Context: an optimization exercise on an open-source flow, tuned for a short achievable clock period and few clock cycles. The choices shown serve that exercise and are no tape-out recipe. At most, simulation tests tie the RTL to the original design; equivalence was not proved. No functional check of the RTL was part of run 5. Power is estimated from default activity; no workload was simulated.

<file path="design/flow/config.mk">
export PLATFORM = sky130hd
export DESIGN_NAME = mips_single_cycle
export DESIGN_NICKNAME = mips_single_cycle
export VERILOG_FILES = /design/flow/design.v
export SDC_FILE = /design/flow/constraint.sdc
export NUM_CORES = 4
export LEC_CHECK = 0
export ABC_CLOCK_PERIOD_IN_PS = 2500
export CAP_MARGIN = 20
export CORE_MARGIN = 2
export CORE_UTILIZATION = 40
export SLEW_MARGIN = 20
export TNS_END_PERCENT = 100
</file>
<file path="design/flow/constraint.sdc">
create_clock -name core_clock -period 9.0 [get_ports {clk}]
set_input_delay 1.8000 -clock core_clock [delete_from_list [all_inputs] [get_ports {clk}]]
set_output_delay 1.8000 -clock core_clock [all_outputs]
set_load 0.01 [all_outputs]
</file>
<file path="design/flow/design.v">
package definitions_pkg;
typedef enum logic [5:0] {
	R_TYPE  = 6'd0,
	ADDI = 6'd1,
	SUBI = 6'd2,	
	ANDI = 6'd3,
	ORI  = 6'd4,
	XORI = 6'd5,
	LUI  = 6'd6,
	LLI  = 6'd7,
	LWR  = 6'd8,
	SWR  = 6'd9,
	LWI  = 6'd10,
	SWI  = 6'd11,
	BEQ  = 6'd12,
	BNE  = 6'd13,
	J    = 6'd14,
	JAL  = 6'd15,
	RET  = 6'd16,
	BLTE = 6'd17
} op_t;
typedef enum logic [5:0] {
	ADD_R  = 6'd0,
	SUB_R  = 6'd1,	
	AND_R  = 6'd2,
	OR_R   = 6'd3,
	XOR_R  = 6'd4,
	SLL_R  = 6'd5,
	SRL_R  = 6'd6,
	SLA_R  = 6'd7,
	SRA_R  = 6'd8
} func_t;
typedef enum logic [3:0] {
	ADD =	4'b0000,
	SUB =	4'b0001,	
	AND =	4'b0010,
	OR =	4'b0011,
	XOR =	4'b0100,
	SLL =	4'b0101,
	SRL =	4'b0110,
	SLA =	4'b0111,
	SRA =	4'b1000,
	LU =	4'b1001,
	LL =	4'b1010,
	NO_OP = 4'b1011
} alu_op_t;
typedef enum logic [1:0] {
	INCREMENT =	2'd0,
	BRANCH    = 2'd1,
	JUMP 		 = 2'd2,
	RETURN 	 = 2'd3
} pc_sel_t;
typedef enum logic [1:0] {
	ALU_RESULT  =	2'd0,
	DATA_MEM    =  2'd1,
	R31_DATA 	=  2'd2
} data_write_t;
typedef enum logic [1:0] {
	RD_VALUE    =	2'd0,
	RT_VALUE   =  2'd1,
	R31_ADDR 	=  2'd2
} rd_t;
typedef enum logic {
	IMM_VALUE    =	1'd0,
	QT_VALUE   =  1'd1
} b_t;
typedef enum logic {
	ADDR_RT_VALUE =  1'd0,
	ADDR_R31      =  1'd1
} rt_t;
endpackage
module extend #(parameter N_IN=16, parameter N_OUT = 32)(
		input logic [N_IN-1:0]	immediate,
		input sign,
		output logic [N_OUT -1:0]	extended	
		);
		logic [N_OUT -1:0] zero_extended;
		logic [N_OUT -1:0] sign_extended;
		always_comb begin
			if(sign) extended = sign_extended;
			else extended = zero_extended;
		end
		assign zero_extended = {{N_OUT - N_IN{1'b0}},immediate};
		assign sign_extended = immediate[N_IN-1] ? {{N_OUT - N_IN{1'b1}},immediate}:{{N_OUT - N_IN{1'b0}},immediate};
endmodule
module controller(
	input clk,
	input definitions_pkg::op_t op,
	input definitions_pkg::func_t func,
	input logic equal,
	input logic lte,
	output logic we,
	output logic muxSel_sa,
	output logic dm_we,
	output definitions_pkg::rd_t muxSel_rd,
	output definitions_pkg::rt_t muxSel_rt,
	output definitions_pkg::b_t muxSel_b,
	output definitions_pkg::data_write_t muxSel_result,
	output logic muxSel_dm_address,
	output definitions_pkg::pc_sel_t muxSel_pc,
	output logic sel_sign
	);
	always_comb begin	
		case(op)
			definitions_pkg::R_TYPE:begin
				case(func)
					definitions_pkg::SLL : muxSel_sa = 1'b1;
					definitions_pkg::SRL : muxSel_sa = 1'b1;
					definitions_pkg::SLA : muxSel_sa = 1'b1;
					definitions_pkg::SRA : muxSel_sa = 1'b1;
					default : muxSel_sa = 1'b0;
				endcase
			end
			default muxSel_sa = 1'b0;
		endcase
	end
	always_comb begin	
		case(op)
			definitions_pkg::R_TYPE:muxSel_rd = definitions_pkg::RD_VALUE;
			definitions_pkg::JAL   :muxSel_rd = definitions_pkg::R31_ADDR;
			default muxSel_rd = definitions_pkg::RT_VALUE;
		endcase
	end
	always_comb begin	
		case(op)
			definitions_pkg::R_TYPE:muxSel_b = definitions_pkg::QT_VALUE;
			definitions_pkg::BEQ : muxSel_b = definitions_pkg::QT_VALUE;
			definitions_pkg::BNE : muxSel_b = definitions_pkg::QT_VALUE;
			definitions_pkg::BLTE : muxSel_b = definitions_pkg::QT_VALUE;
			default muxSel_b = definitions_pkg::IMM_VALUE;
		endcase
	end
	always_comb begin	
		case(op)
			definitions_pkg::RET : muxSel_rt = definitions_pkg::ADDR_R31;
			default muxSel_rt = definitions_pkg::ADDR_RT_VALUE;
		endcase
	end
	always_comb begin	
		case(op)
			definitions_pkg::SWR : we = 1'b0;
			definitions_pkg::SWI : we = 1'b0;
			definitions_pkg::BEQ : we = 1'b0;
			definitions_pkg::BNE : we = 1'b0;
			definitions_pkg::BLTE: we = 1'b0;
			definitions_pkg::J   : we = 1'b0;
			definitions_pkg::RET : we = 1'b0;
			default we = 1'b1;
		endcase
	end
	always_comb begin	
		case(op)
			definitions_pkg::SWR : dm_we = 1'b1;
			definitions_pkg::SWI :  dm_we = 1'b1;
			default dm_we = 1'b0;
		endcase
	end
	always_comb begin	
		case(op)
			definitions_pkg::LWR : muxSel_result = definitions_pkg::DATA_MEM;
			definitions_pkg::LWI : muxSel_result = definitions_pkg::DATA_MEM;
			definitions_pkg::JAL : muxSel_result = definitions_pkg::R31_DATA;
			default muxSel_result = definitions_pkg::ALU_RESULT;
		endcase
	end
	always_comb begin	
		case(op)
			definitions_pkg::LWR : muxSel_dm_address = 1'b1;
			definitions_pkg::SWR : muxSel_dm_address = 1'b1;
			definitions_pkg::LWI : muxSel_dm_address = 1'b0;
			definitions_pkg::SWI : muxSel_dm_address = 1'b0;
			default muxSel_dm_address = 1'b0;
		endcase
	end
	always_comb begin	
		case(op)
			definitions_pkg::BEQ : muxSel_pc = (equal)  ? definitions_pkg::BRANCH : definitions_pkg::INCREMENT;
			definitions_pkg::BNE : muxSel_pc = (~equal) ? definitions_pkg::BRANCH : definitions_pkg::INCREMENT;
			definitions_pkg::BLTE: muxSel_pc = (lte) ? definitions_pkg::BRANCH : definitions_pkg::INCREMENT;
			definitions_pkg::J   : muxSel_pc = definitions_pkg::JUMP;
			definitions_pkg::JAL : muxSel_pc = definitions_pkg::JUMP;
			definitions_pkg::RET : muxSel_pc = definitions_pkg::RETURN;
			default muxSel_pc = definitions_pkg::INCREMENT;
		endcase
	end
	always_comb begin	
		case(op)
			definitions_pkg::ANDI : sel_sign = 1'b0;
			definitions_pkg::ORI  : sel_sign = 1'b0;
			definitions_pkg::XORI : sel_sign = 1'b0;
			default sel_sign = 1'b1;
		endcase
	end
endmodule
module instruction_decoder(
	input definitions_pkg::op_t op,
	input definitions_pkg::func_t func,
	output definitions_pkg::alu_op_t alu_op
	);
	always_comb begin
		case(op)
			definitions_pkg::R_TYPE:begin
				case(func)
					definitions_pkg::ADD_R: 	alu_op	=	definitions_pkg::ADD;
					definitions_pkg::SUB_R:	alu_op	=	definitions_pkg::SUB;
					definitions_pkg::AND_R:	alu_op	=	definitions_pkg::AND;
					definitions_pkg::OR_R:	alu_op	=	definitions_pkg::OR;
					definitions_pkg::XOR_R:	alu_op	=	definitions_pkg::XOR;
					definitions_pkg::SLL_R:	alu_op	=	definitions_pkg::SLL;
					definitions_pkg::SRL_R:	alu_op	=	definitions_pkg::SRL;
					definitions_pkg::SLA_R:	alu_op	=	definitions_pkg::SLA;
					definitions_pkg::SRA_R:	alu_op	= 	definitions_pkg::SRA;
					default alu_op = definitions_pkg::NO_OP;
				endcase
			end
			definitions_pkg::ADDI: alu_op	=	definitions_pkg::ADD;
			definitions_pkg::SUBI:	alu_op	=	definitions_pkg::SUB;
			definitions_pkg::ANDI:	alu_op	=	definitions_pkg::AND;
			definitions_pkg::ORI:	alu_op	=	definitions_pkg::OR;
			definitions_pkg::XORI:	alu_op	=	definitions_pkg::XOR;
			definitions_pkg::LUI:	alu_op	=	definitions_pkg::LU;
			definitions_pkg::LLI:	alu_op	=	definitions_pkg::LL;
			default alu_op = definitions_pkg::NO_OP;
		endcase
	end
endmodule
module alu(
	input logic  [31:0] a,
	input logic  [31:0] b,
	input definitions_pkg::alu_op_t op,
	output logic Z,
	output logic C,
	output logic N,
	output logic O,
	output logic lte,
	output logic equal,
	output logic [31:0] r
	);
	logic extend;
	logic [32:0] extended_sum;
	logic [31:0] sum_result;
	always_comb begin
		case(op)
			definitions_pkg::ADD: 	r	=	sum_result;
			definitions_pkg::SUB:	r	=	a-b;
			definitions_pkg::AND:	r	=	a&b;
			definitions_pkg::OR:	r	=	a|b;
			definitions_pkg::XOR:	r	=	a^b;
			definitions_pkg::SLL:	r	=	b<<a;
			definitions_pkg::SRL:	r	=	b>>a;
			definitions_pkg::SLA:	r	=	$signed(b)<<<a;
			definitions_pkg::SRA:	r	= 	$signed(b)>>>a;
			definitions_pkg::LU:	r	=	{b[15:0],16'b0};
			definitions_pkg::LL:	r	=	{16'b0,b[15:0]};
			default: r = '0;
		endcase
	end
	always_comb begin
		extended_sum = {1'b0, a} + {1'b0, b}; 
		C = extended_sum[32];
		{extend, sum_result} = {a[31], a} + {b[31], b}; 
		O = ({extend, sum_result[31]} == 2'b01);
	end
		assign Z	= (r==0);
		assign N = r[31];
		assign equal = (a==b);
		assign lte = (b <= a);
endmodule
module regfile #(parameter SECT=5)(
	input logic clk,
	input logic we,
	input logic [SECT-1:0]	rs,
	input logic [SECT-1:0]	rt,
	input logic	[SECT-1:0]	rd,
	input logic	[31:0]	d,
	output logic	[31:0]	qs,
	output logic	[31:0]	qt
	);
	logic [31:0] RF	[31:0];
	assign qs = RF[rs];
	assign qt = RF[rt];
	always_ff @(posedge clk)begin	
		if(we) RF[rd] <= d;
	end
endmodule
module status_reg(
	input logic clk,
	input logic asyn_n_rst,
	input logic Z_in,
	input logic C_in,
	input logic N_in,
	input logic O_in,
	output logic Z,
	output logic C,
	output logic N,
	output logic O
	);
	always_ff @(posedge clk or negedge asyn_n_rst) begin
		if(!asyn_n_rst) begin
			{Z,C,N,O} <= 4'b0;
		end else begin
			{Z,C,N,O} <= {Z_in, C_in, N_in, O_in};
		end
	end
endmodule
module PC(
input logic clk,
	input logic asyn_n_rst,
	input logic [31:0] D,
	output logic [31:0] PC
	);
	always_ff @(posedge clk or negedge asyn_n_rst) begin	
		if(!asyn_n_rst) PC <= 32'b0;
		else PC <= D;
	end
endmodule
module mips_single_cycle(
	input logic asyn_n_rst,
	input logic clk,
	input logic [31:0] instruction,
	input logic [31:0] dm_q,
	output logic [31:0] PC,
	output logic [15:0] dm_address,
	output logic [31:0] dm_d,
	output logic dm_we
	);
	localparam int A_ADD = 0, A_SUB = 1, A_AND = 2, A_OR = 3, A_XOR = 4,
	               A_SLL = 5, A_SRL = 6, A_SRA = 7, A_PASS = 8, A_LOAD = 9;
	logic [5:0]  f_op;
	logic [4:0]  f_rs, f_rt, f_rd;
	logic [15:0] f_imm;
	logic [31:0] f_sext, f_pc1, next_pc;
	logic        f_r, f_addi, f_subi, f_andi, f_ori, f_xori, f_lui, f_lli;
	logic        f_lwr, f_swr, f_lwi, f_swi, f_beq, f_bne, f_j, f_jal, f_ret, f_blte;
	logic        f_br, f_pred, f_we, f_bimm;
	logic [4:0]  f_rsi, f_wri;
	logic [31:0] f_immval, f_alt;
	logic [9:0]  f_alu;
	logic [31:0] ras;
	logic        redirect;
	logic [31:0] redirect_pc;
	assign f_op  = instruction[31:26];
	assign f_rs  = instruction[25:21];
	assign f_rt  = instruction[20:16];
	assign f_rd  = instruction[15:11];
	assign f_imm = instruction[15:0];
	assign f_sext = {{16{f_imm[15]}}, f_imm};
	assign f_pc1 = PC + 32'd1;
	assign f_r    = (f_op == 6'd0);
	assign f_addi = (f_op == 6'd1);
	assign f_subi = (f_op == 6'd2);
	assign f_andi = (f_op == 6'd3);
	assign f_ori  = (f_op == 6'd4);
	assign f_xori = (f_op == 6'd5);
	assign f_lui  = (f_op == 6'd6);
	assign f_lli  = (f_op == 6'd7);
	assign f_lwr  = (f_op == 6'd8);
	assign f_swr  = (f_op == 6'd9);
	assign f_lwi  = (f_op == 6'd10);
	assign f_swi  = (f_op == 6'd11);
	assign f_beq  = (f_op == 6'd12);
	assign f_bne  = (f_op == 6'd13);
	assign f_j    = (f_op == 6'd14);
	assign f_jal  = (f_op == 6'd15);
	assign f_ret  = (f_op == 6'd16);
	assign f_blte = (f_op == 6'd17);
	assign f_br   = f_beq | f_bne | f_blte;
	assign f_pred = (f_rs == f_rt) ? !f_bne : !f_beq;
	assign f_we  = f_r | f_addi | f_subi | f_andi | f_ori | f_xori | f_lui | f_lli |
	               f_lwr | f_lwi | f_jal;
	assign f_rsi = f_ret ? 5'd31 : f_rs;
	assign f_wri = f_r ? f_rd : (f_jal ? 5'd31 : f_rt);
	assign f_bimm = !(f_r | f_br);
	always_comb begin
		f_immval = f_sext;
		if (f_andi | f_ori | f_xori | f_lli) f_immval = {16'b0, f_imm};
		if (f_lui) f_immval = {f_imm, 16'b0};
		if (f_jal) f_immval = f_pc1;
	end
	always_comb begin
		if (f_ret) f_alt = ras;
		else if (f_pred) f_alt = f_pc1;
		else f_alt = f_sext;
	end
	always_comb begin
		f_alu = '0;
		if (f_r) begin
			case (instruction[5:0])
				6'd0: f_alu[A_ADD] = 1'b1;
				6'd1: f_alu[A_SUB] = 1'b1;
				6'd2: f_alu[A_AND] = 1'b1;
				6'd3: f_alu[A_OR]  = 1'b1;
				6'd4: f_alu[A_XOR] = 1'b1;
				6'd5: f_alu[A_SLL] = 1'b1;
				6'd6: f_alu[A_SRL] = 1'b1;
				6'd7: f_alu[A_SLL] = 1'b1;
				6'd8: f_alu[A_SRA] = 1'b1;
				default: ;
			endcase
		end
		if (f_addi) f_alu[A_ADD] = 1'b1;
		if (f_subi) f_alu[A_SUB] = 1'b1;
		if (f_andi) f_alu[A_AND] = 1'b1;
		if (f_ori)  f_alu[A_OR]  = 1'b1;
		if (f_xori) f_alu[A_XOR] = 1'b1;
		if (f_lui | f_lli | f_jal) f_alu[A_PASS] = 1'b1;
		if (f_lwr | f_lwi) f_alu[A_LOAD] = 1'b1;
	end
	always_comb begin
		if (redirect) next_pc = redirect_pc;
		else if (f_j | f_jal) next_pc = {6'b0, instruction[25:0]};
		else if (f_br & f_pred) next_pc = f_sext;
		else if (f_ret) next_pc = ras;
		else next_pc = f_pc1;
	end
	logic        k1, k2;
	logic        d_we, d_load, d_store, d_memimm, d_bimm;
	logic        d_chkeq, d_chkne, d_chkle, d_chkgt, d_ret;
	logic        d_fwds, d_fwdt, d_fwds2, d_fwdt2;
	logic        e_we;
	logic [4:0]  e_wri;
	logic [4:0]  d_rsi, d_rti, d_wri, d_sa;
	logic [15:0] d_imm;
	logic [31:0] d_immval, d_alt;
	logic [9:0]  d_alu;
	always_ff @(posedge clk or negedge asyn_n_rst) begin
		if (!asyn_n_rst) begin
			PC <= 32'b0;
			ras <= 32'b0;
			k1 <= 1'b1;
			k2 <= 1'b1;
		end else begin
			PC <= next_pc;
			if (f_jal) ras <= f_pc1;
			k1 <= redirect;
			k2 <= k1;
		end
	end
	always_ff @(posedge clk) begin
		d_we    <= f_we;
		d_store <= f_swr | f_swi;
		d_chkeq <= (f_beq & !f_pred) | (f_bne & f_pred);
		d_chkne <= (f_beq & f_pred) | (f_bne & !f_pred);
		d_chkle <= f_blte & !f_pred;
		d_chkgt <= f_blte & f_pred;
		d_ret   <= f_ret;
	end
	always_ff @(posedge clk) begin
		d_load   <= f_lwr | f_lwi;
		d_memimm <= f_lwi | f_swi;
		d_bimm   <= f_bimm;
		d_rsi    <= f_rsi;
		d_rti    <= f_rt;
		d_wri    <= f_wri;
		d_sa     <= instruction[10:6];
		d_imm    <= f_imm;
		d_immval <= f_immval;
		d_alt    <= f_alt;
		d_alu    <= f_alu;
		d_fwds   <= d_we & !k1 & (f_rsi == d_wri);
		d_fwdt   <= d_we & !k1 & (f_rt == d_wri);
		d_fwds2  <= e_we & e_valid & (f_rsi == e_wri);
		d_fwdt2  <= e_we & e_valid & (f_rt == e_wri);
	end
	logic [31:0] rf [0:31];
	logic [31:0] qs, qt, a_val, t_val, e_result;
	logic        w_we;
	logic [4:0]  w_wri;
	logic [31:0] w_data;
	assign qs = d_fwds2 ? w_data : rf[d_rsi];
	assign qt = d_fwdt2 ? w_data : rf[d_rti];
	assign a_val = d_fwds ? e_result : qs;
	assign t_val = d_fwdt ? e_result : qt;
	logic        e_chkeq, e_chkne, e_chkle, e_chkgt, e_ret, e_valid;
	logic [31:0] e_a, e_b, e_alt;
	logic [4:0]  e_sa;
	logic [9:0]  e_alu;
	assign e_valid = !k1 & !k2;
	always_ff @(posedge clk or negedge asyn_n_rst) begin
		if (!asyn_n_rst) dm_we <= 1'b0;
		else dm_we <= d_store & !k1 & !redirect;
	end
	always_ff @(posedge clk) begin
		e_a   <= a_val;
		e_b   <= d_bimm ? d_immval : t_val;
		e_alt <= d_alt;
		e_we   <= d_we;
		e_chkeq <= d_chkeq;
		e_chkne <= d_chkne;
		e_chkle <= d_chkle;
		e_chkgt <= d_chkgt;
		e_ret  <= d_ret;
		e_sa  <= d_sa;
		e_alu <= d_alu;
		e_wri <= d_wri;
		dm_d  <= t_val;
		dm_address <= d_memimm ? d_imm : a_val[15:0];
	end
	logic [31:0] r_add, r_sub, r_sll, r_srl, r_sra, alu_r;
	logic        eq, lte;
	assign r_add = e_a + e_b;
	assign r_sub = e_a - e_b;
	assign r_sll = e_sa[4] ? 32'b0 : (e_b << e_sa[3:0]);
	assign r_srl = e_sa[4] ? 32'b0 : (e_b >> e_sa[3:0]);
	logic signed [31:0] e_bs, r_sra4;
	assign e_bs = e_b;
	assign r_sra4 = e_bs >>> e_sa[3:0];
	assign r_sra = e_sa[4] ? {32{e_b[31]}} : r_sra4;
	assign alu_r = ({32{e_alu[A_ADD]}}  & r_add) |
	               ({32{e_alu[A_SUB]}}  & r_sub) |
	               ({32{e_alu[A_AND]}}  & (e_a & e_b)) |
	               ({32{e_alu[A_OR]}}   & (e_a | e_b)) |
	               ({32{e_alu[A_XOR]}}  & (e_a ^ e_b)) |
	               ({32{e_alu[A_SLL]}}  & r_sll) |
	               ({32{e_alu[A_SRL]}}  & r_srl) |
	               ({32{e_alu[A_SRA]}}  & r_sra) |
	               ({32{e_alu[A_PASS]}} & e_b);
	assign e_result = e_alu[A_LOAD] ? dm_q : alu_r;
	always_ff @(posedge clk or negedge asyn_n_rst) begin
		if (!asyn_n_rst) w_we <= 1'b0;
		else w_we <= e_we & e_valid;
	end
	always_ff @(posedge clk) begin
		w_wri  <= e_wri;
		w_data <= e_result;
		if (w_we) rf[w_wri] <= w_data;
	end
	assign eq  = (e_a == e_b);
	assign lte = (e_b <= e_a);
	assign redirect = e_valid & ((e_chkeq & eq) | (e_chkne & !eq) |
	                             (e_chkle & lte) | (e_chkgt & !lte) |
	                             (e_ret & (e_a != e_alt)));
	assign redirect_pc = e_ret ? e_a : e_alt;
endmodule
</file>
<file path="design/flow/flow/run.sh">
#!/bin/bash
set -euo pipefail
bash standard.sh SETUP_SLACK_MARGIN=6.3 finish > standard_flow.log 2>&1
</file>
<file path="design/flow/standard.sh">
#!/bin/bash
# synth_recipe.tcl (not shown) runs the flow's synth.tcl, then flattens the netlist and writes it again
# the make line also repeats each setting of config.mk as NAME=value (left out here)
make -C /OpenROAD-flow-scripts/flow DESIGN_CONFIG=/design/flow/config.mk WORK_HOME=/design/flow/orfs CLKGATE_MAP_FILE= SYNTH_SCRIPT=/design/flow/synth_recipe.tcl "${@:-finish}"
</file>
==> results of run 1 <==
worst max-delay path by stage:
stage | start | endpoint | depth (start not counted)
2_1_floorplan | instruction[20] | PC[10] | 12
3_3_place_gp | instruction[28] | PC[25] | 8
3_5_place_dp | instruction[26] | PC[25] | 8
4_1_cts | e_sa[0] | e_b[21] | 10
5_1_grt | e_a[0] | PC[28] | 18
6_report | e_sa[0] | e_b[21] | 10
flip-flops by register name, indices dropped and copies added, names as in the netlist, 16 cells and up, named ones only:
signal      flops
PC             32
d_alt          32
d_imm          16
d_immval       32
dm_address     16
dm_d           32
e_a            32
e_alt          32
e_b            32
ras            32
rf           1024
w_data         32
routing by layer:
layer | GRT usage, % | vias to the layer above
met3 | 6.613 | 870
met1 | 39.06 | 26570
met4 | 20.51 | 2
met5 | 0 | -
li1 | - | 20210
met2 | 47.17 | 3695
cells in the mapped netlist, types with 73 or more instances:
cell      number  area share (%)
a21oi_1      280             2.0
clkbuf_1     221             1.2
dfxtp_1      325             9.3
edfxtp_1    1024              44
ha_1         106             1.9
inv_1        139            0.74
mux2i_1      203             2.9
mux4_2       680              22
nand2_1      221             1.2
nor2_1       347             1.9
o21ai_0      148             1.1
xnor2_1       73            0.91
worst max-delay path, stage by stage (launching register included):
cell	delay (ps)
dfxtp_4	420
buf_12	170
mux4_2	540
mux2_4	320
a221oi_2	240
a211oi_2	80
a311oi_2	430
nand3_1	170
o32a_4	400
mux2_4	320
mux2_4	260
power groups by stage:
stage,Combinational [mW],Sequential [mW],Clock (mW)
detailed placement,3.12,8.28,0
floorplan,1.96,7.97,0
global route,4.73,8.14,6.43
global placement,3.13,8.27,0
CTS,4.04,8.09,6.16
finish,4.59,8.12,6.12
logic make-up after synthesis:
kind of cell | count (synthesis) | share of synthesized area (%)
fa+ha+maj | 108 | 1.943
buf+inv | 491 | 2.805
mux | 936 | 25.52
compound gates | 818 | 7.464
flops | 1417 | 55.39
other cells | 1 | 0.005332
xor+xnor | 106 | 1.320
simple gates | 861 | 5.547
layout by cell type (no fill, tap or decap), types with 31 or more instances in the layout:
master / Yosys / layout
edfxtp_1: 1024 / 1024
mux4_2: 680 / 680
buf_4: 7 / 386
nor2_1: 347 / 278
buf_6: 2 / 191
nand2_1: 221 / 190
dfxtp_1: 325 / 184
clkbuf_16: 0 / 165
a21oi_1: 280 / 148
mux2i_1: 203 / 148
inv_1: 139 / 106
a21oi_2: 0 / 106
dfxtp_4: 0 / 75
ha_1: 106 / 68
buf_16: 0 / 66
dfxtp_2: 0 / 66
o21ai_0: 148 / 62
xnor2_1: 73 / 59
buf_12: 0 / 54
nor2_4: 0 / 52
dfrtp_1: 66 / 49
clkdlybuf4s50_1: 0 / 46
nor3_1: 59 / 41
mux2i_4: 0 / 41
nand3_1: 49 / 40
a21o_1: 45 / 40
o21ai_2: 0 / 40
mux2_4: 2 / 37
o21ai_1: 3 / 34
nand4_1: 33 / 33
ha_4: 0 / 33
buf_2: 71 / 31
cell type report:
class,instances,area (µm²)
flip-flops and latches,1417,39350
repair buffers,814,9465
diodes,10,25.02
clock inverters,88,794.5
multi-input cells,2832,34030
clock buffers,184,4015
well taps,2325,2909
fillers,13950,82990
inverters,147,626.9
repair inverters,1,5.005
repair_timing:
action,in CTS,in global routing
resized for setup,1351,358
pin swaps,141,146
setup endpoints to repair,836,298
setup buffers,307,188
gates cloned,62,14
per-stage QoR:
| step | utilization [%] | power, mW | instance area, µm² | hold WS (ps) |
|---|---|---|---|---|
| 6_report | 52.36 | 18.83 | 91210 | 322.2 |
| 5_1_grt | 52.35 | 19.30 | 91190 | 327.4 |
| 4_1_cts | 50.49 | 18.29 | 87950 | 323.4 |
| 3_5_place_dp | 43.18 | 11.40 | 75220 | 312.7 |
| 3_3_place_gp | 43.16 | 11.40 | 75190 | 310.5 |
| 2_1_floorplan | - | 9.931 | 71750 | 309.6 |
==> results.py, run 1 <==
metrics = {
    "critical_path": {
        "r2r-end": "e_b[21]",
        "worstPathArrival_ps": 4160,
        "cp.required_ps": 9690,
        "r2r-start": "e_sa[0]",
        "r2r_setup_slack_ps": 5530,
        "endpoint_kind": "register",
        "cp-start-kind": "register",
        "worstPathMaxFanout": 6,
        "r2r_cells": 10,
        "path_class": "register to register",
    },
    "detailed_routing": {
        "wl_met3_um": 30450,
        "avgRoutedWirePerCell_um": 36.09,
        "via_per_inst": 6.568,
        "drt-pass1-iter-count": 6,
        "via_count": 51350,
        "drc": 0,
        "routed.top_layer": "met5",
        "drt-initial-drc-count": 8221,
        "wirelength_um": 282100,
        "wl_met1_um": 100200,
        "ant_nets": 0,
        "wl_met2_um": 128400,
    },
    "floorplan": {
        "die_area_um2": 179200,
        "io_pins": 147,
        "fp-row-count": 153,
        "fp.dieH_um": 423.3,
        "coreArea_um2": 174200,
        "start_util_pct": 40.37,
        "die_x_um": 423.3,
    },
    "layout": {
        "final_layout_size_suffix_gt1_share_pct": 46.76,
        "area_growth_pct": 29.68,
        "finalNonFillerCells": 7818,
        "finalNetCount": 5536,
    },
    "pwr": {
        "peakVddDrop_mv": 0.1801,
        "clockPowerShare_pct": 32.5,
        "comb_power_share_pct": 24.4,
        "p_seq_share_pct": 43.1,
        "switchingPower_mw": 5.828,
        "power-per-cell-area_nw_per_um2": 206.4,
        "p_int_mw": 13.00,
        "p_sw_share_pct": 30.95,
        "p_leak_nw": 31.98,
    },
    "timing": {
        "min_period_over_period_pct": 38.60,
        "fmax_ghz": 0.2878,
        "finalSetupViolations": 0,
        "fin_crit_ps": 3474,
        "hold_violations": 0,
        "rsz0062_at_grt": "true",
        "setup_tns_ps": 0,
        "tightest_slew_ps": 1235,
        "finClkSkew_ps": 26.90,
        "setup_ws_ps": 5526,
        "drv_slew": 0,
        "maxSlewHeadroom_pct": 15.28,
    },
    "synth": {
        "postSynthCellCount": 4738,
        "syn_nets": 4912,
        "ys_ff_latch": 1417,
        "netlist_area_um2": 70330,
        "async_flop_share_pct": 4.799,
        "ys.flop_type": "edfxtp_1",
        "synthDistinctLibCells": 86,
        "synth_edf_count": 1024,
        "ys_seq_area_share_pct": 55.39,
        "syn_avg_cell_area_um2": 14.84,
        "synth_warnings": 1,
    },
    "place": {
        "pre_cts_slack_ps": 3970,
        "finalWeightedCongestion": 1.002,
        "dp_cells": 6964,
        "dpl.hpwl_um": 163900,
        "port_buffers": 146,
    },
    "global_routing": {
        "grt_max_degree": 69,
        "grt_pass1_wl_um": 387000,
        "gr-total-overflow": 0,
        "grt_pass1_vias": 49290,
        "antenna_found_initial": 10,
        "track_usage_pct": 30.66,
    },
    "clock_network": {
        "cts_tree": "built",
        "worstSkewPairLatency_ps": 810,
        "cts-root-buf": "clkbuf_16",
        "clockBufferDepth": 3,
        "hold_buffers": 0,
        "cts_num_sinks": 1417,
        "path_clk_slew_ps": 60,
        "htreeDepth": 4,
        "cts_made_buffers": 149,
    },
    "min_path": {
        "min_path_cells": 0,
        "min_from": "d_alt[30]",
        "holdPathEnd": "e_alt[30]",
        "hp-class": "register to register",
    },
    "status": {
        "status": "complete, no violations",
    },
    "flow_run": {
        "max_cap_violations": 0,
    },
}
Testbench counts, summed over its fixed seeds: cycles 20,653.
==> run 2: changes to the inputs <==
--- a/design/flow/config.mk
+++ b/design/flow/config.mk
@@ -8,6 +8,6 @@
 export ABC_CLOCK_PERIOD_IN_PS = 2500
 export CAP_MARGIN = 20
 export CORE_MARGIN = 2
-export CORE_UTILIZATION = 40
+export CORE_UTILIZATION = 60
 export SLEW_MARGIN = 20
 export TNS_END_PERCENT = 100
==> run 2 against run 1 <==
Effect of this change: still clean on timing, DRC and antenna; total power grew 0.50%; non-clock buffer count down 33; count of clock-buffer cells in the layout grew 5; die area shrank 33%; cell count fell by 11%; first-iteration DRC count grew 10%; area after synthesis unchanged; clock power rose by 4.9%; critical endpoint is now PC[19]; largest cell class unchanged.
==> results.py, run 2 <==
metrics = {
    "min_path": {
        "min_from": "d_alu[0]",
        "min_path_cells": 0,
        "holdPathEnd": "e_alu[0]",
        "hp-class": "register to register",
    },
    "synth": {
        "yosysMostFrequentCell": "edfxtp_1",
        "synth.area.top_cells": "edfxtp_1 (44%), mux4_2 (22%), dfxtp_1 (9.3%)",
        "syn_nets": 4912,
        "synthDistinctLibCells": 86,
        "synth_warnings": 1,
        "syn_avg_cell_area_um2": 14.84,
        "yosys-top-cells-count": "edfxtp_1 (1024), mux4_2 (680), nor2_1 (347)",
        "ys_seq_area_share_pct": 55.39,
        "synth_edf_count": 1024,
        "postSynthCellCount": 4738,
        "ys_ff_latch": 1417,
        "netlist_area_um2": 70330,
        "ys.flop_type": "edfxtp_1",
        "async_flop_share_pct": 4.799,
        "synth_top_area_share_pct": 43.72,
        "synth_largest_area_cell": "edfxtp_1",
    },
    "place": {
        "place_area_um2": 74180,
        "port_buffers": 146,
        "finalWeightedCongestion": 1.012,
        "dpl.hpwl_um": 148700,
    },
    "critical_path": {
        "path_cells": "inv_1 -> ha_4 -> inv_1 -> a21oi_4 -> a2111oi_4 -> o21ai_2 -> a21boi_2 -> nor4b_4 -> mux2i_2 -> a21boi_4 -> buf_6 -> buf_16 -> mux2i_1",
        "cp.required_ps": 9710,
        "worstPathMaxFanout": 11,
        "cp_num_cells": 13,
        "critPathTopFamily": "compound AO/OA/AOI/OAI gates",
        "cp_num_buf_inv": 4,
        "max_stage_delay_ps": 490,
        "critPathMostFrequentCell": "inv_1",
        "r2r_cells": 13,
        "path_class": "register to register",
        "r2r-start": "e_b[15]",
        "cp-start-kind": "register",
        "cpMaxStageDelayCell": "a2111oi_4",
        "r2r_setup_slack_ps": 5620,
        "worstPathArrival_ps": 4090,
        "endpoint_kind": "register",
        "r2r-end": "PC[19]",
    },
    "timing": {
        "fin_crit_ps": 3379,
        "finalSetupViolations": 0,
        "rsz0062_at_grt": "true",
        "finClkSkew_ps": 56.05,
        "setup_tns_ps": 0,
        "fmax_ghz": 0.2959,
        "maxSlewHeadroom_pct": 20.43,
        "min_period_over_period_pct": 37.55,
        "drv_slew": 0,
        "tightest_slew_ps": 1160,
        "hold_violations": 0,
    },
    "global_routing": {
        "grt_pass1_wl_um": 388200,
        "antenna_found_initial": 4,
        "gr-total-overflow": 0,
        "track_usage_pct": 46.59,
        "grt_max_degree": 74,
        "grt_pass1_vias": 50680,
    },
    "clock_network": {
        "clockBufferDepth": 3,
        "worstSkewPairLatency_ps": 820,
        "hold_buffers": 0,
        "cts_num_sinks": 1417,
        "cts_made_buffers": 148,
        "htreeDepth": 4,
        "cts-root-buf": "clkbuf_16",
        "path_clk_slew_ps": 70,
        "cts_tree": "built",
    },
    "detailed_routing": {
        "via_count": 53420,
        "wirelength_um": 297200,
        "drt-pass1-iter-count": 8,
        "ant_nets": 0,
        "drc": 0,
        "via_per_inst": 7.664,
        "avgRoutedWirePerCell_um": 42.63,
        "drt-initial-drc-count": 9067,
    },
    "layout": {
        "register_area_um2": 39360,
        "multiInputGateArea_um2": 33790,
        "final_common_cell": "edfxtp_1",
        "final_cell_mix": "edfxtp_1 (1024), mux4_2 (680), buf_4 (377), nor2_1 (259), nand2_1 (205)",
        "largest_reg_flops": 1024,
        "num-fill-cells": 6532,
        "final_layout_size_suffix_gt1_share_pct": 46.00,
        "area_growth_pct": 27.81,
        "top_register": "rf",
        "finalNetCount": 5501,
        "final_area_um2": 89890,
    },
    "pwr": {
        "peakVddDrop_mv": 0.2956,
        "power-per-cell-area_nw_per_um2": 210.5,
        "power.total_mw": 18.92,
        "p_leak_nw": 31.65,
    },
    "status": {
        "status": "complete, no violations",
    },
    "floorplan": {
        "start_util_pct": 60.53,
        "die_x_um": 346.4,
        "fp-row-count": 125,
        "die_area_um2": 120000,
        "fp.dieH_um": 346.4,
        "coreArea_um2": 116200,
        "io_pins": 147,
    },
    "flow_run": {
        "max_cap_violations": 0,
    },
}
## run 2: changes by cell type in the layout (fill, tap and decap cells not counted), sizes merged
cell | previous run | this run
clkinvlp | 19 | 9
clkinv | 66 | 58
inv | 144 | 149
diode | 10 | 1
dlygate4sd2 | 1 | 2
clkbuf | 199 | 207
bufinv | 7 | 11
clkdlybuf4s50 | 46 | 45
bufbuf | 13 | 1
clkdlybuf4s15 | 0 | 1
buf | 739 | 714
## run 2: worst max-delay path by stage
stage	end	slack, ps	start
2_1_floorplan	PC[10]	5500	instruction[20]
3_3_place_gp	d_alt[24]	4250	instruction[16]
3_5_place_dp	d_alt[30]	4180	instruction[16]
4_1_cts	e_b[14]	5740	e_sa[0]
5_1_grt	PC[19]	5620	e_b[15]
6_report	PC[19]	5620	e_b[15]
## run 2: cell families (layout without fill, tap and decap cells)
| logic type | Yosys count | after routing | synth area share, % |
|---|---|---|---|
| other | 1 | 2 | 0.005332 |
| AOI/OAI and AO/OA | 818 | 818 | 7.464 |
| buffers and inverters | 491 | 1197 | 2.805 |
| xor gates and xnor gates | 106 | 106 | 1.320 |
| DFF | 1417 | 1417 | 55.39 |
| adders and majority gates | 108 | 108 | 1.943 |
| muxes | 936 | 936 | 25.52 |
| and+or+nand+nor | 861 | 863 | 5.547 |
## run 2: timing repair
action | CTS | global route
cloned | 52 | 19
endpoints found under the setup margin | 449 | 308
hold endpoints to repair | 0 | 0
pin swaps | 102 | 139
gates resized for setup | 1221 | 438
setup buffers | 276 | 191
## run 2: cell type report
cell class / count / share of cell area (%)
sequential: 1417 / 43.79
antenna: 1 / 0.002784
clock buffer: 189 / 4.511
tap: 1524 / 2.121
inverter: 147 / 0.6709
clock inverter: 80 / 1.031
multi-input combinational: 2832 / 37.59
timing repair buffer: 781 / 10.29
## run 2: metrics by stage
step | utilization (%) | instances | setup slack [ps] | hold slack, ps
2_1_floorplan | - | 4738 | 5504 | 309.6
3_3_place_gp | 63.82 | 6162 | 4252 | 309.8
3_5_place_dp | 63.83 | 6163 | 4180 | 312.0
4_1_cts | 74.05 | 6760 | 5736 | 326.7
5_1_grt | 77.35 | 6970 | 5618 | 330.9
6_report | 77.36 | 6971 | 5621 | 325.8
## run 2: metal layers
metal,vias up,global-route usage (%),part of all wire (%),routed length [µm]
li1,20090,-,-,-
met4,2,37.95,11,33660
met3,1577,11.48,14,40380
met2,5317,70.76,44,132100
met5,-,0,0.0044,13
met1,26440,57.17,31,91050
## run 2: power by group
part	leakage [nW]	switching, mW	total, mW	internal [mW]
Sequential	13.0	0.578	8.09	7.51
Clock	2.43	2.86	6.42	3.56
Combinational	16.2	2.40	4.41	2.01
Total	31.7	5.84	18.9	13.1
==> run 3: changes to the inputs <==
--- a/design/flow/design.v
+++ b/design/flow/design.v
@@ -365,7 +365,16 @@
 	assign f_ret  = (f_op == 6'd16);
 	assign f_blte = (f_op == 6'd17);
 	assign f_br   = f_beq | f_bne | f_blte;
-	assign f_pred = (f_rs == f_rt) ? !f_bne : !f_beq;
+	logic [15:0]      bh_valid;
+	logic [15:0][3:0] bh_tag;
+	logic [15:0][1:0] bh_ctr;
+	logic             f_hit, f_same, f_spred;
+	logic [1:0]       f_ctr;
+	assign f_hit = bh_valid[PC[3:0]] & (bh_tag[PC[3:0]] == PC[7:4]);
+	assign f_ctr = bh_ctr[PC[3:0]];
+	assign f_same = (f_rs == f_rt);
+	assign f_spred = !f_beq;
+	assign f_pred = f_same ? !f_bne : (f_hit ? f_ctr[1] : f_spred);
 	assign f_we  = f_r | f_addi | f_subi | f_andi | f_ori | f_xori | f_lui | f_lli |
 	               f_lwr | f_lwi | f_jal;
 	assign f_rsi = f_ret ? 5'd31 : f_rs;
@@ -423,6 +432,9 @@
 	logic [15:0] d_imm;
 	logic [31:0] d_immval, d_alt;
 	logic [9:0]  d_alu;
+	logic        d_dyn, d_pred, d_fwdb, d_fwdm;
+	logic [1:0]  d_ctr;
+	logic [7:0]  d_bpc;
 	always_ff @(posedge clk or negedge asyn_n_rst) begin
 		if (!asyn_n_rst) begin
 			PC <= 32'b0;
@@ -457,8 +469,14 @@
 		d_immval <= f_immval;
 		d_alt    <= f_alt;
 		d_alu    <= f_alu;
+		d_dyn    <= f_br & !f_same;
+		d_pred   <= f_pred;
+		d_ctr    <= f_hit ? f_ctr : (f_spred ? 2'd2 : 2'd1);
+		d_bpc    <= PC[7:0];
 		d_fwds   <= d_we & !k1 & (f_rsi == d_wri);
 		d_fwdt   <= d_we & !k1 & (f_rt == d_wri);
+		d_fwdb   <= d_we & !k1 & (f_rt == d_wri) & !f_bimm;
+		d_fwdm   <= d_we & !k1 & (f_rsi == d_wri) & !(f_lwi | f_swi);
 		d_fwds2  <= e_we & e_valid & (f_rsi == e_wri);
 		d_fwdt2  <= e_we & e_valid & (f_rt == e_wri);
 	end
@@ -473,6 +491,9 @@
 	assign t_val = d_fwdt ? e_result : qt;
 	logic        e_chkeq, e_chkne, e_chkle, e_chkgt, e_ret, e_valid;
 	logic [31:0] e_a, e_b, e_alt;
+	logic        e_dyn, e_pred;
+	logic [1:0]  e_ctr;
+	logic [7:0]  e_bpc;
 	logic [4:0]  e_sa;
 	logic [9:0]  e_alu;
 	assign e_valid = !k1 & !k2;
@@ -482,7 +503,11 @@
 	end
 	always_ff @(posedge clk) begin
 		e_a   <= a_val;
-		e_b   <= d_bimm ? d_immval : t_val;
+		e_b   <= d_fwdb ? e_result : (d_bimm ? d_immval : qt);
+		e_dyn <= d_dyn;
+		e_pred <= d_pred;
+		e_ctr <= d_ctr;
+		e_bpc <= d_bpc;
 		e_alt <= d_alt;
 		e_we   <= d_we;
 		e_chkeq <= d_chkeq;
@@ -494,7 +519,7 @@
 		e_alu <= d_alu;
 		e_wri <= d_wri;
 		dm_d  <= t_val;
-		dm_address <= d_memimm ? d_imm : a_val[15:0];
+		dm_address <= d_fwdm ? e_result[15:0] : (d_memimm ? d_imm : qs[15:0]);
 	end
 	logic [31:0] r_add, r_sub, r_sll, r_srl, r_sra, alu_r;
 	logic        eq, lte;
@@ -527,8 +552,29 @@
 	end
 	assign eq  = (e_a == e_b);
 	assign lte = (e_b <= e_a);
-	assign redirect = e_valid & ((e_chkeq & eq) | (e_chkne & !eq) |
-	                             (e_chkle & lte) | (e_chkgt & !lte) |
-	                             (e_ret & (e_a != e_alt)));
+	logic       mis_br, e_taken, w_bhen;
+	logic [1:0] w_ctr;
+	logic [7:0] w_bpc;
+	assign mis_br = (e_chkeq & eq) | (e_chkne & !eq) | (e_chkle & lte) | (e_chkgt & !lte);
+	assign redirect = e_valid & (mis_br | (e_ret & (e_a != e_alt)));
+	assign e_taken = e_pred ^ mis_br;
+	always_ff @(posedge clk or negedge asyn_n_rst) begin
+		if (!asyn_n_rst) begin
+			w_bhen <= 1'b0;
+			bh_valid <= 16'b0;
+		end else begin
+			w_bhen <= e_valid & e_dyn;
+			if (w_bhen) bh_valid[w_bpc[3:0]] <= 1'b1;
+		end
+	end
+	always_ff @(posedge clk) begin
+		w_bpc <= e_bpc;
+		w_ctr <= e_taken ? ((e_ctr == 2'd3) ? 2'd3 : e_ctr + 2'd1)
+		                 : ((e_ctr == 2'd0) ? 2'd0 : e_ctr - 2'd1);
+		if (w_bhen) begin
+			bh_tag[w_bpc[3:0]] <= w_bpc[7:4];
+			bh_ctr[w_bpc[3:0]] <= w_ctr;
+		end
+	end
 	assign redirect_pc = e_ret ? e_a : e_alt;
 endmodule
--- a/design/flow/config.mk
+++ b/design/flow/config.mk
@@ -8,6 +8,7 @@
 export ABC_CLOCK_PERIOD_IN_PS = 2500
 export CAP_MARGIN = 20
 export CORE_MARGIN = 2
-export CORE_UTILIZATION = 60
+export CORE_UTILIZATION = 72
+export PLACE_DENSITY = 0.75
 export SLEW_MARGIN = 20
 export TNS_END_PERCENT = 100
==> run 3 against run 2 <==
Effect of this change: synthesized cell count increased by 10%; area after synthesis increased by 9.5%; the flow now stops in clock tree synthesis (4_1_cts).
==> results.py, run 3 <==
metrics = {
    "synth": {
        "syn_avg_cell_area_um2": 14.74,
        "synthDistinctLibCells": 89,
        "syn_nets": 5404,
        "ys_seq_area_share_pct": 55.83,
        "postSynthCellCount": 5225,
        "synth_largest_area_cell": "edfxtp_1",
        "netlist_area_um2": 77000,
        "ys_ff_latch": 1566,
        "ys.flop_type": "edfxtp_1",
        "yosysMostFrequentCell": "edfxtp_1",
        "yosys-top-cells-count": "edfxtp_1 (1120), mux4_2 (710), nor2_1 (396)",
        "async_flop_share_pct": 5.428,
        "synth.area.top_cells": "edfxtp_1 (44%), mux4_2 (21%), dfxtp_1 (9.4%)",
        "synth_warnings": 1,
        "synth_top_area_share_pct": 43.68,
        "synth_edf_count": 1120,
    },
    "place": {
        "port_buffers": 146,
        "place_area_um2": 80510,
        "finalWeightedCongestion": 1.036,
        "pre_cts_slack_ps": 3777,
        "dpl.hpwl_um": 175900,
    },
    "clock_network": {
        "cts_num_sinks": 1566,
        "htreeDepth": 4,
        "postCtsSetupBuffers": 388,
        "cts-root-buf": "clkbuf_16",
        "hold_buffers": 0,
        "cts_made_buffers": 154,
        "clockBufferDepth": 3,
        "ctsResizeCount": 1482,
    },
    "status": {
        "error": "[ERROR DPL-0033] detailed placement checks failed during check placement.",
        "stop_stage": "clock tree synthesis (4_1_cts)",
        "status": "stopped before the end",
    },
    "floorplan": {
        "io_pins": 147,
        "start_util_pct": 72.83,
        "fp-row-count": 119,
        "die_x_um": 331.0,
        "fp.dieH_um": 331.0,
    },
}
==> run 3: power by group through the flow <==
| stage | Clock [mW] | Sequential, mW | Combinational, mW |
|---|---|---|---|
| after detailed placement | 0 | 9.23 | 3.59 |
| after global placement | 0 | 9.19 | 3.49 |
| after floorplan | 0 | 8.91 | 2.48 |
==> run 3: logic make-up after synthesis <==
family | count (synthesis) | share of synthesized area, %
adders and majority gates | 115 | 1.882
muxes | 1026 | 25.19
DFF | 1566 | 55.83
xor gates and xnor gates | 100 | 1.138
buffers and inverters | 534 | 2.657
AOI/OAI and AO/OA | 876 | 7.326
and+or+nand+nor | 1008 | 5.977
==> run 3: metrics by stage <==
stage	hold slack, ps	cells
2_1_floorplan	309.6	5225
3_3_place_gp	309.6	6490
3_5_place_dp	312.1	6490
==> run 3: worst max-delay path by stage <==
stage	start	endpoint	slack [ps]	cells past startpoint
after floorplan	instruction[18]	PC[0]	5470	10
after global placement	instruction[17]	d_alt[0]	3820	10
after detailed placement	instruction[18]	d_alt[0]	3780	9
Testbench counts of run 3, summed over its fixed seeds: cycles 20,461.
==> run 4: changes to the inputs <==
--- a/design/flow/config.mk
+++ b/design/flow/config.mk
@@ -8,7 +8,6 @@
 export ABC_CLOCK_PERIOD_IN_PS = 2500
 export CAP_MARGIN = 20
 export CORE_MARGIN = 2
-export CORE_UTILIZATION = 72
-export PLACE_DENSITY = 0.75
+export CORE_UTILIZATION = 60
 export SLEW_MARGIN = 20
 export TNS_END_PERCENT = 100
==> run 4 against run 3 <==
Effect of this change: area after synthesis is the same; now clean on timing, DRC and antenna; synthesized cell count is the same.
==> results.py, run 4 <==
metrics = {
    "status": {
        "status": "complete, no violations",
    },
    "synth": {
        "synth_top_area_share_pct": 43.68,
        "postSynthCellCount": 5225,
        "synth_top_family_by_area": "multiplexers",
        "synth_edf_count": 1120,
        "ys.flop_type": "edfxtp_1",
        "synth_largest_area_cell": "edfxtp_1",
        "netlist_area_um2": 77000,
        "syn_nets": 5404,
        "async_flop_share_pct": 5.428,
        "ys_seq_area_share_pct": 55.83,
        "muxShareOfSynthArea_pct": 25.19,
        "syn_avg_cell_area_um2": 14.74,
        "yosys-top-cells-count": "edfxtp_1 (1120), mux4_2 (710), nor2_1 (396)",
        "synth_compound_area_share_pct": 7.326,
        "ys_ff_latch": 1566,
        "synth_warnings": 1,
        "synthXorXnorAreaFrac_pct": 1.138,
        "yosys.area_share.simple_pct": 5.977,
        "synth.area.top_cells": "edfxtp_1 (44%), mux4_2 (21%), dfxtp_1 (9.4%)",
        "synthAdderAreaFrac_pct": 1.882,
        "yosysMostFrequentCell": "edfxtp_1",
        "synthDistinctLibCells": 89,
    },
    "layout": {
        "largest_reg_flops": 1024,
        "top_register": "rf",
        "final_common_cell": "edfxtp_1",
        "area_growth_pct": 25.65,
        "final_util_pct": 75.86,
        "finalNetCount": 5933,
        "num-fill-cells": 7438,
        "final_layout_size_suffix_gt1_share_pct": 43.74,
        "finalNonFillerCells": 7559,
        "multiInputGateArea_um2": 36600,
        "register_area_um2": 43310,
        "final_cell_mix": "edfxtp_1 (1120), mux4_2 (712), buf_4 (309), nor2_1 (308), nand2_1 (247)",
    },
    "detailed_routing": {
        "drt-initial-drc-count": 8417,
        "drt-pass1-iter-count": 6,
        "via_count": 55680,
        "wirelength_um": 286500,
        "via_per_inst": 7.366,
        "avgRoutedWirePerCell_um": 37.91,
        "drc": 0,
        "ant_nets": 0,
    },
    "timing": {
        "finClkSkew_ps": 61.69,
        "rsz0062_at_grt": "true",
        "finalSetupViolations": 0,
        "drv_slew": 0,
        "fin_crit_ps": 3684,
        "setup_ws_ps": 5316,
        "tightest_slew_ps": 1140,
        "hold_violations": 0,
        "maxSlewHeadroom_pct": 23.94,
        "fmax_ghz": 0.2714,
        "min_period_over_period_pct": 40.94,
        "setup_tns_ps": 0,
        "hold_ws_ps": 308.4,
    },
    "pwr": {
        "switchingPower_mw": 6.645,
        "clockPowerShare_pct": 32.4,
        "p_int_mw": 14.91,
        "power-per-cell-area_nw_per_um2": 222.8,
        "peakVddDrop_mv": 0.2699,
        "p_leak_nw": 34.71,
        "comb_power_share_pct": 25.6,
        "p_sw_share_pct": 30.82,
        "p_seq_share_pct": 42.0,
    },
    "floorplan": {
        "io_pins": 147,
        "start_util_pct": 60.38,
        "fp.dieH_um": 362.2,
        "coreArea_um2": 127500,
        "die_x_um": 362.2,
        "die_area_um2": 131200,
        "fp-row-count": 131,
    },
    "place": {
        "dp_cells": 6770,
        "port_buffers": 146,
        "pre_cts_slack_ps": 3744,
        "finalWeightedCongestion": 0.9946,
        "dpl.hpwl_um": 156800,
    },
    "flow_run": {
        "max_cap_violations": 0,
    },
    "critical_path": {
        "r2r_cells": 17,
        "crit_end": "PC[24]",
        "r2r-start": "e_a[0]",
        "worstPathArrival_ps": 4360,
        "endpoint_kind": "register",
        "cp-start-kind": "register",
        "path_class": "register to register",
        "crit_start": "e_a[0]",
        "worstPathMaxFanout": 8,
        "r2r_setup_slack_ps": 5320,
        "r2r-end": "PC[24]",
        "cp.required_ps": 9670,
    },
    "clock_network": {
        "hold_buffers": 0,
        "worstSkewPairLatency_ps": 840,
        "cts-root-buf": "clkbuf_16",
        "cts_num_sinks": 1566,
        "clockBufferDepth": 3,
        "path_clk_slew_ps": 70,
        "htreeDepth": 4,
        "cts_made_buffers": 162,
        "cts_tree": "built",
    },
    "global_routing": {
        "antenna_found_initial": 17,
        "grt_pass1_wl_um": 393100,
        "grt_max_degree": 71,
        "gr-total-overflow": 0,
        "track_usage_pct": 42.57,
        "grt_pass1_vias": 53810,
    },
    "min_path": {
        "hp-class": "register to register",
    },
}
[run 4: worst min path at each step]
stage          startpoint         to  slack, ps  cells past startpoint
2_1_floorplan    d_alt[0]   e_alt[0]        310                      0
3_3_place_gp    d_alt[10]  e_alt[10]        310                      0
3_5_place_dp     d_bpc[7]   e_bpc[7]        310                      0
4_1_cts         d_alt[19]  e_alt[19]        320                      0
5_1_grt         d_alt[19]  e_alt[19]        320                      0
6_report        d_alt[19]  e_alt[19]        310                      0
[run 4: routing by layer]
metal  global-route usage (%)  part of all wire [%]
met1                    56.75                    35
met2                    64.76                    45
met4                    23.19                   7.2
met3                    10.99                    13
met5                        0                 0.026
[run 4: final cells by class]
type / count / share of cell area (%)
Clock buffer: 210 / 4.678
Timing Repair Buffer: 731 / 8.791
Inverter: 157 / 0.6868
Clock inverter: 92 / 1.037
Timing Repair inverter: 3 / 0.05173
Tap cell: 1662 / 2.150
Antenna cell: 5 / 0.01293
Sequential cell: 1566 / 44.77
Multi-Input combinational cell: 3133 / 37.83
[run 4: kinds of logic (layout without fill, tap and decap cells)]
family          count (synthesis)  count (layout)
compound gates                876             877
fa+ha+maj                     115             115
other cells                     0               5
buf+inv                       534            1193
flops                        1566            1566
xor+xnor                      100             100
simple gates                 1008            1015
mux                          1026            1026
[run 4: through the flow]
step / area, µm² / total power, mW
4_1_cts: 94320 / 20.87
6_report: 96740 / 21.56
2_1_floorplan: 78060 / 11.38
3_3_place_gp: 80930 / 12.81
5_1_grt: 96730 / 22.06
3_5_place_dp: 80930 / 12.84
[run 4: critical path, stage by stage, from the launching register on]
cell and delay [ps]:
dfxtp_4 400, inv_4 80, ha_4 130, inv_2 40
fa_2 390, nor3b_4 170, o31a_1 330, o31ai_4 290
buf_6 160, a311oi_4 110, a211oi_4 270, buf_12 160
mux2i_4 220, nand2b_4 250, clkinv_8 120, a21oi_4 170
buf_6 160, a311oi_1 110
[run 4: timing repair]
item	in CTS	in global routing
pin swaps	167	135
setup buffers	320	98
hold endpoints to repair	0	0
cloned	57	6
setup endpoints to repair	549	453
resized for setup	1341	308
[run 4: power groups by stage]
stage | registers (mW) | clock network, mW | logic, mW
after detailed placement | 9.24 | 0 | 3.61
after floorplan | 8.91 | 0 | 2.48
after global routing | 9.10 | 7.27 | 5.69
after global placement | 9.22 | 0 | 3.59
after CTS | 9.01 | 6.97 | 4.90
final | 9.06 | 6.98 | 5.52
==> run 5: changes to the inputs <==
--- a/design/flow/design.v
+++ b/design/flow/design.v
@@ -370,8 +370,15 @@
 	logic [15:0][1:0] bh_ctr;
 	logic             f_hit, f_same, f_spred;
 	logic [1:0]       f_ctr;
-	assign f_hit = bh_valid[PC[3:0]] & (bh_tag[PC[3:0]] == PC[7:4]);
-	assign f_ctr = bh_ctr[PC[3:0]];
+	logic [7:0]       pc_prev;
+	always_ff @(posedge clk or negedge asyn_n_rst) begin
+		if (!asyn_n_rst) f_hit <= 1'b0;
+		else f_hit <= bh_valid[PC[3:0]] & (bh_tag[PC[3:0]] == PC[7:4]);
+	end
+	always_ff @(posedge clk) begin
+		pc_prev <= PC[7:0];
+		f_ctr   <= bh_ctr[PC[3:0]];
+	end
 	assign f_same = (f_rs == f_rt);
 	assign f_spred = !f_beq;
 	assign f_pred = f_same ? !f_bne : (f_hit ? f_ctr[1] : f_spred);
@@ -456,6 +463,7 @@
 		d_chkle <= f_blte & !f_pred;
 		d_chkgt <= f_blte & f_pred;
 		d_ret   <= f_ret;
+		d_cmp   <= f_br | f_ret;
 	end
 	always_ff @(posedge clk) begin
 		d_load   <= f_lwr | f_lwi;
@@ -472,7 +480,7 @@
 		d_dyn    <= f_br & !f_same;
 		d_pred   <= f_pred;
 		d_ctr    <= f_hit ? f_ctr : (f_spred ? 2'd2 : 2'd1);
-		d_bpc    <= PC[7:0];
+		d_bpc    <= pc_prev;
 		d_fwds   <= d_we & !k1 & (f_rsi == d_wri);
 		d_fwdt   <= d_we & !k1 & (f_rt == d_wri);
 		d_fwdb   <= d_we & !k1 & (f_rt == d_wri) & !f_bimm;
@@ -491,6 +499,8 @@
 	assign t_val = d_fwdt ? e_result : qt;
 	logic        e_chkeq, e_chkne, e_chkle, e_chkgt, e_ret, e_valid;
 	logic [31:0] e_a, e_b, e_alt;
+	logic [31:0] e_ca, e_cb;
+	logic        d_cmp;
 	logic        e_dyn, e_pred;
 	logic [1:0]  e_ctr;
 	logic [7:0]  e_bpc;
@@ -510,11 +520,13 @@
 		e_bpc <= d_bpc;
 		e_alt <= d_alt;
 		e_we   <= d_we;
-		e_chkeq <= d_chkeq;
-		e_chkne <= d_chkne;
-		e_chkle <= d_chkle;
-		e_chkgt <= d_chkgt;
-		e_ret  <= d_ret;
+		e_chkeq <= d_chkeq & !k1 & !redirect;
+		e_chkne <= d_chkne & !k1 & !redirect;
+		e_chkle <= d_chkle & !k1 & !redirect;
+		e_chkgt <= d_chkgt & !k1 & !redirect;
+		e_ret  <= d_ret & !k1 & !redirect;
+		e_ca  <= d_cmp ? a_val : 32'b0;
+		e_cb  <= d_cmp ? t_val : 32'b0;
 		e_sa  <= d_sa;
 		e_alu <= d_alu;
 		e_wri <= d_wri;
@@ -550,13 +562,13 @@
 		w_data <= e_result;
 		if (w_we) rf[w_wri] <= w_data;
 	end
-	assign eq  = (e_a == e_b);
-	assign lte = (e_b <= e_a);
+	assign eq  = (e_ca == e_cb);
+	assign lte = (e_cb <= e_ca);
 	logic       mis_br, e_taken, w_bhen;
 	logic [1:0] w_ctr;
 	logic [7:0] w_bpc;
 	assign mis_br = (e_chkeq & eq) | (e_chkne & !eq) | (e_chkle & lte) | (e_chkgt & !lte);
-	assign redirect = e_valid & (mis_br | (e_ret & (e_a != e_alt)));
+	assign redirect = mis_br | (e_ret & (e_ca != e_alt));
 	assign e_taken = e_pred ^ mis_br;
 	always_ff @(posedge clk or negedge asyn_n_rst) begin
 		if (!asyn_n_rst) begin
@@ -576,5 +588,5 @@
 			bh_ctr[w_bpc[3:0]] <= w_ctr;
 		end
 	end
-	assign redirect_pc = e_ret ? e_a : e_alt;
+	assign redirect_pc = e_ret ? e_ca : e_alt;
 endmodule
==> run 5 against run 4 <==
Effect of this change: still clean; sequential power grew 3.2%; final area is 6.6% higher; critical path depth down 7; count of clock-buffer cells in the layout shrank 1; global-route usage rose by 0.60 points; synthesized cell count rose by 5.6%; area after synthesis up 3.7%; clock skew decreased by 2.2 ps; first-iteration DRC count is 9.6% higher; flip-flop and latch count rose by 76; cell count is 6.8% higher; setup slack better by 190 ps; largest cell class unchanged.
==> results.py, run 5 <==
metrics = {
    "place": {
        "finalWeightedCongestion": 0.9995,
        "port_buffers": 146,
        "dpl.hpwl_um": 163800,
    },
    "status": {
        "status": "complete, no violations",
    },
    "detailed_routing": {
        "ant_nets": 0,
        "avgRoutedWirePerCell_um": 37.18,
        "via_per_inst": 7.281,
        "wirelength_um": 300200,
        "drt-initial-drc-count": 9227,
        "via_count": 58790,
        "drc": 0,
        "drt-pass1-iter-count": 6,
    },
    "global_routing": {
        "grt_pass1_wl_um": 413900,
        "grt_pass1_vias": 56540,
        "grt_max_degree": 72,
        "track_usage_pct": 43.17,
        "antenna_found_initial": 8,
        "gr-total-overflow": 0,
    },
    "synth": {
        "synth_top_area_share_pct": 42.11,
        "syn_avg_cell_area_um2": 14.47,
        "ys.flop_type": "edfxtp_1",
        "synth.area.top_cells": "edfxtp_1 (42%), mux4_2 (20%), dfxtp_1 (11%)",
        "synth_warnings": 1,
        "postSynthCellCount": 5519,
        "ys_ff_latch": 1642,
        "yosys-top-cells-count": "edfxtp_1 (1120), mux4_2 (711), dfxtp_1 (436)",
        "async_flop_share_pct": 5.238,
        "ys_seq_area_share_pct": 55.74,
        "netlist_area_um2": 79870,
        "yosysMostFrequentCell": "edfxtp_1",
        "synth_largest_area_cell": "edfxtp_1",
        "synth_edf_count": 1120,
        "synthDistinctLibCells": 99,
        "syn_nets": 5720,
    },
    "timing": {
        "fmax_ghz": 0.2865,
        "tightest_slew_ps": 1127,
        "setup_tns_ps": 0,
        "rsz0062_at_grt": "true",
        "finalSetupViolations": 0,
        "finClkSkew_ps": 59.47,
        "min_period_over_period_pct": 38.78,
        "drv_slew": 0,
        "hold_violations": 0,
        "maxSlewHeadroom_pct": 24.75,
        "fin_crit_ps": 3490,
    },
    "critical_path": {
        "path_class": "register to register",
        "cp-start-kind": "register",
        "worstPathMaxFanout": 3,
        "endpoint_kind": "register",
        "worstPathArrival_ps": 4170,
        "cp.required_ps": 9680,
    },
    "layout": {
        "final_common_cell": "edfxtp_1",
        "top_register": "rf",
        "multiInputGateArea_um2": 38570,
        "final_layout_size_suffix_gt1_share_pct": 45.68,
        "final_cell_mix": "edfxtp_1 (1120), mux4_2 (711), buf_4 (371), nand2_1 (276), dfxtp_1 (276)",
        "num-fill-cells": 7311,
        "area_growth_pct": 29.14,
        "largest_reg_flops": 1024,
        "finalNetCount": 6390,
        "register_area_um2": 44980,
    },
    "pwr": {
        "peakVddDrop_mv": 0.2265,
        "power.total_mw": 21.88,
        "switchingPower_mw": 6.640,
        "p_int_mw": 15.24,
        "p_seq_share_pct": 42.7,
        "comb_power_share_pct": 25.1,
        "clockPowerShare_pct": 32.2,
        "p_sw_share_pct": 30.34,
        "p_leak_nw": 37.20,
        "power-per-cell-area_nw_per_um2": 212.2,
    },
    "clock_network": {
        "worstSkewPairLatency_ps": 840,
        "cts_made_buffers": 165,
        "path_clk_slew_ps": 60,
        "cts_num_sinks": 1642,
        "htreeDepth": 4,
        "hold_buffers": 0,
        "cts-root-buf": "clkbuf_16",
        "cts_tree": "built",
        "clockBufferDepth": 3,
    },
    "floorplan": {
        "coreArea_um2": 131800,
        "fp-row-count": 133,
        "die_area_um2": 136000,
        "fp.dieH_um": 368.8,
        "io_pins": 147,
        "start_util_pct": 60.60,
        "die_x_um": 368.8,
    },
    "min_path": {
        "hp-class": "register to register",
    },
    "flow_run": {
        "max_cap_violations": 0,
    },
}
## run 5: routing by layer
metal / track usage (%) / part of all wire [%] / up-vias
met4: 23.77 / 7.2 / 6
li1: - / - / 23100
met1: 57.40 / 34 / 29700
met5: 0 / 0.013 / -
met2: 65.24 / 45 / 4879
met3: 11.54 / 13 / 1110
## run 5: critical path: stages (launching register included)
cell       delay (ps)
dfxtp_4           400
inv_4              50
ha_4              250
or4_4             550
or3_4             340
a31o_4            240
a2111oi_4         420
mux2_4            380
a211o_1           310
o31a_1            290
buf_6             150
## run 5: cell type report
cell class | instances | area share [%]
inverter | 195 | 0.7910
tap | 1755 | 2.129
sequential | 1642 | 43.61
timing repair inverter | 5 | 0.08856
multi-input combinational | 3287 | 37.40
antenna | 4 | 0.009705
clock inverter | 84 | 0.8917
timing repair buffer | 893 | 10.64
clock buffer | 209 | 4.447
## run 5: final timing paths
kind	from	end	slack, ps	cells past startpoint
max	e_a[17]	dm_d[25]	5510	10
min reg2reg	d_alt[21]	e_alt[21]	310	0
min in group asynchronous	asyn_n_rst	PC[3]	840	1
max in group asynchronous	asyn_n_rst	w_bhen	6770	2
max reg2reg	e_a[17]	dm_d[25]	5510	10
min	d_alt[21]	e_alt[21]	310	0
## run 5: power groups by stage
stage               clock network, mW  registers, mW  logic (mW)
CTS                              7.00           9.31        4.76
global route                     7.34           9.39        5.70
finish                           7.04           9.35        5.49
global placement                    0           9.51        3.57
floorplan                           0           9.21        2.50
detailed placement                  0           9.52        3.60
## run 5: kinds of logic (layout without fill, tap and decap cells)
group	count (synthesis)	after routing	share of synthesized area, %
muxes	1017	1017	24.04
xor gates and xnor gates	110	110	1.206
buffers and inverters	592	1386	2.942
adders and majority gates	137	137	2.159
other	0	4	0
and+or+nand+nor	1075	1077	6.169
DFF	1642	1642	55.74
AOI/OAI and AO/OA	946	946	7.747
## run 5: stage by stage
stage	utilization, %	cell area [µm²]	instances	setup WS (ps)	hold slack, ps
after floorplan	-	81570	5519	5524	309.6
after global placement	63.83	84130	7132	3571	309.7
after detailed placement	63.83	84130	7132	3618	312.1
after CTS	75.54	99560	7903	5551	312.6
after global routing	78.25	103100	8070	5468	315.4
final	78.25	103100	8074	5510	312.0
## run 5: what timing repair did
action,4_1_cts,5_1_grt
pin swaps,217,195
setup buffers,411,161
setup endpoints to repair,797,484
cloned,67,4
gates resized for setup,1557,456

==> afterwards: timing with drivers on the ports <==
The results above use ideal ports. As a check the final layouts listed here were re-extracted and re-timed, cells and wires unchanged. Step 1, drivers: a clkbuf_16 drives clk and a buf_2 each remaining input, both assumed. Step 2, shift: input delay + t, output delay - t, t = (earliest + latest rising clock arrival at the registers) / 2. This alone moves slack from input paths to output paths. Slacks: ideal ports / drivers / drivers and shift; pairs: ideal ports / drivers.
run	shift t [ns]	setup slack, ns	worst setup path at the end	clock arrival spread, ns
run 1	0.882	5.526 / 5.526 / 5.049	input to register	0.028 / 0.028
run 2	0.875	5.621 / 5.621 / 5.196	input to register	0.062 / 0.062
run 4	0.885	5.316 / 5.301 / 4.416	input to register	0.065 / 0.064
run 5	0.883	5.510 / 5.510 / 5.032	input to register	0.060 / 0.059
After both steps setup and hold are still met in every run listed. For run 4, which loses most, drivers alone change the setup slack by -0.015 ns; drivers and shift together by -0.900 ns.
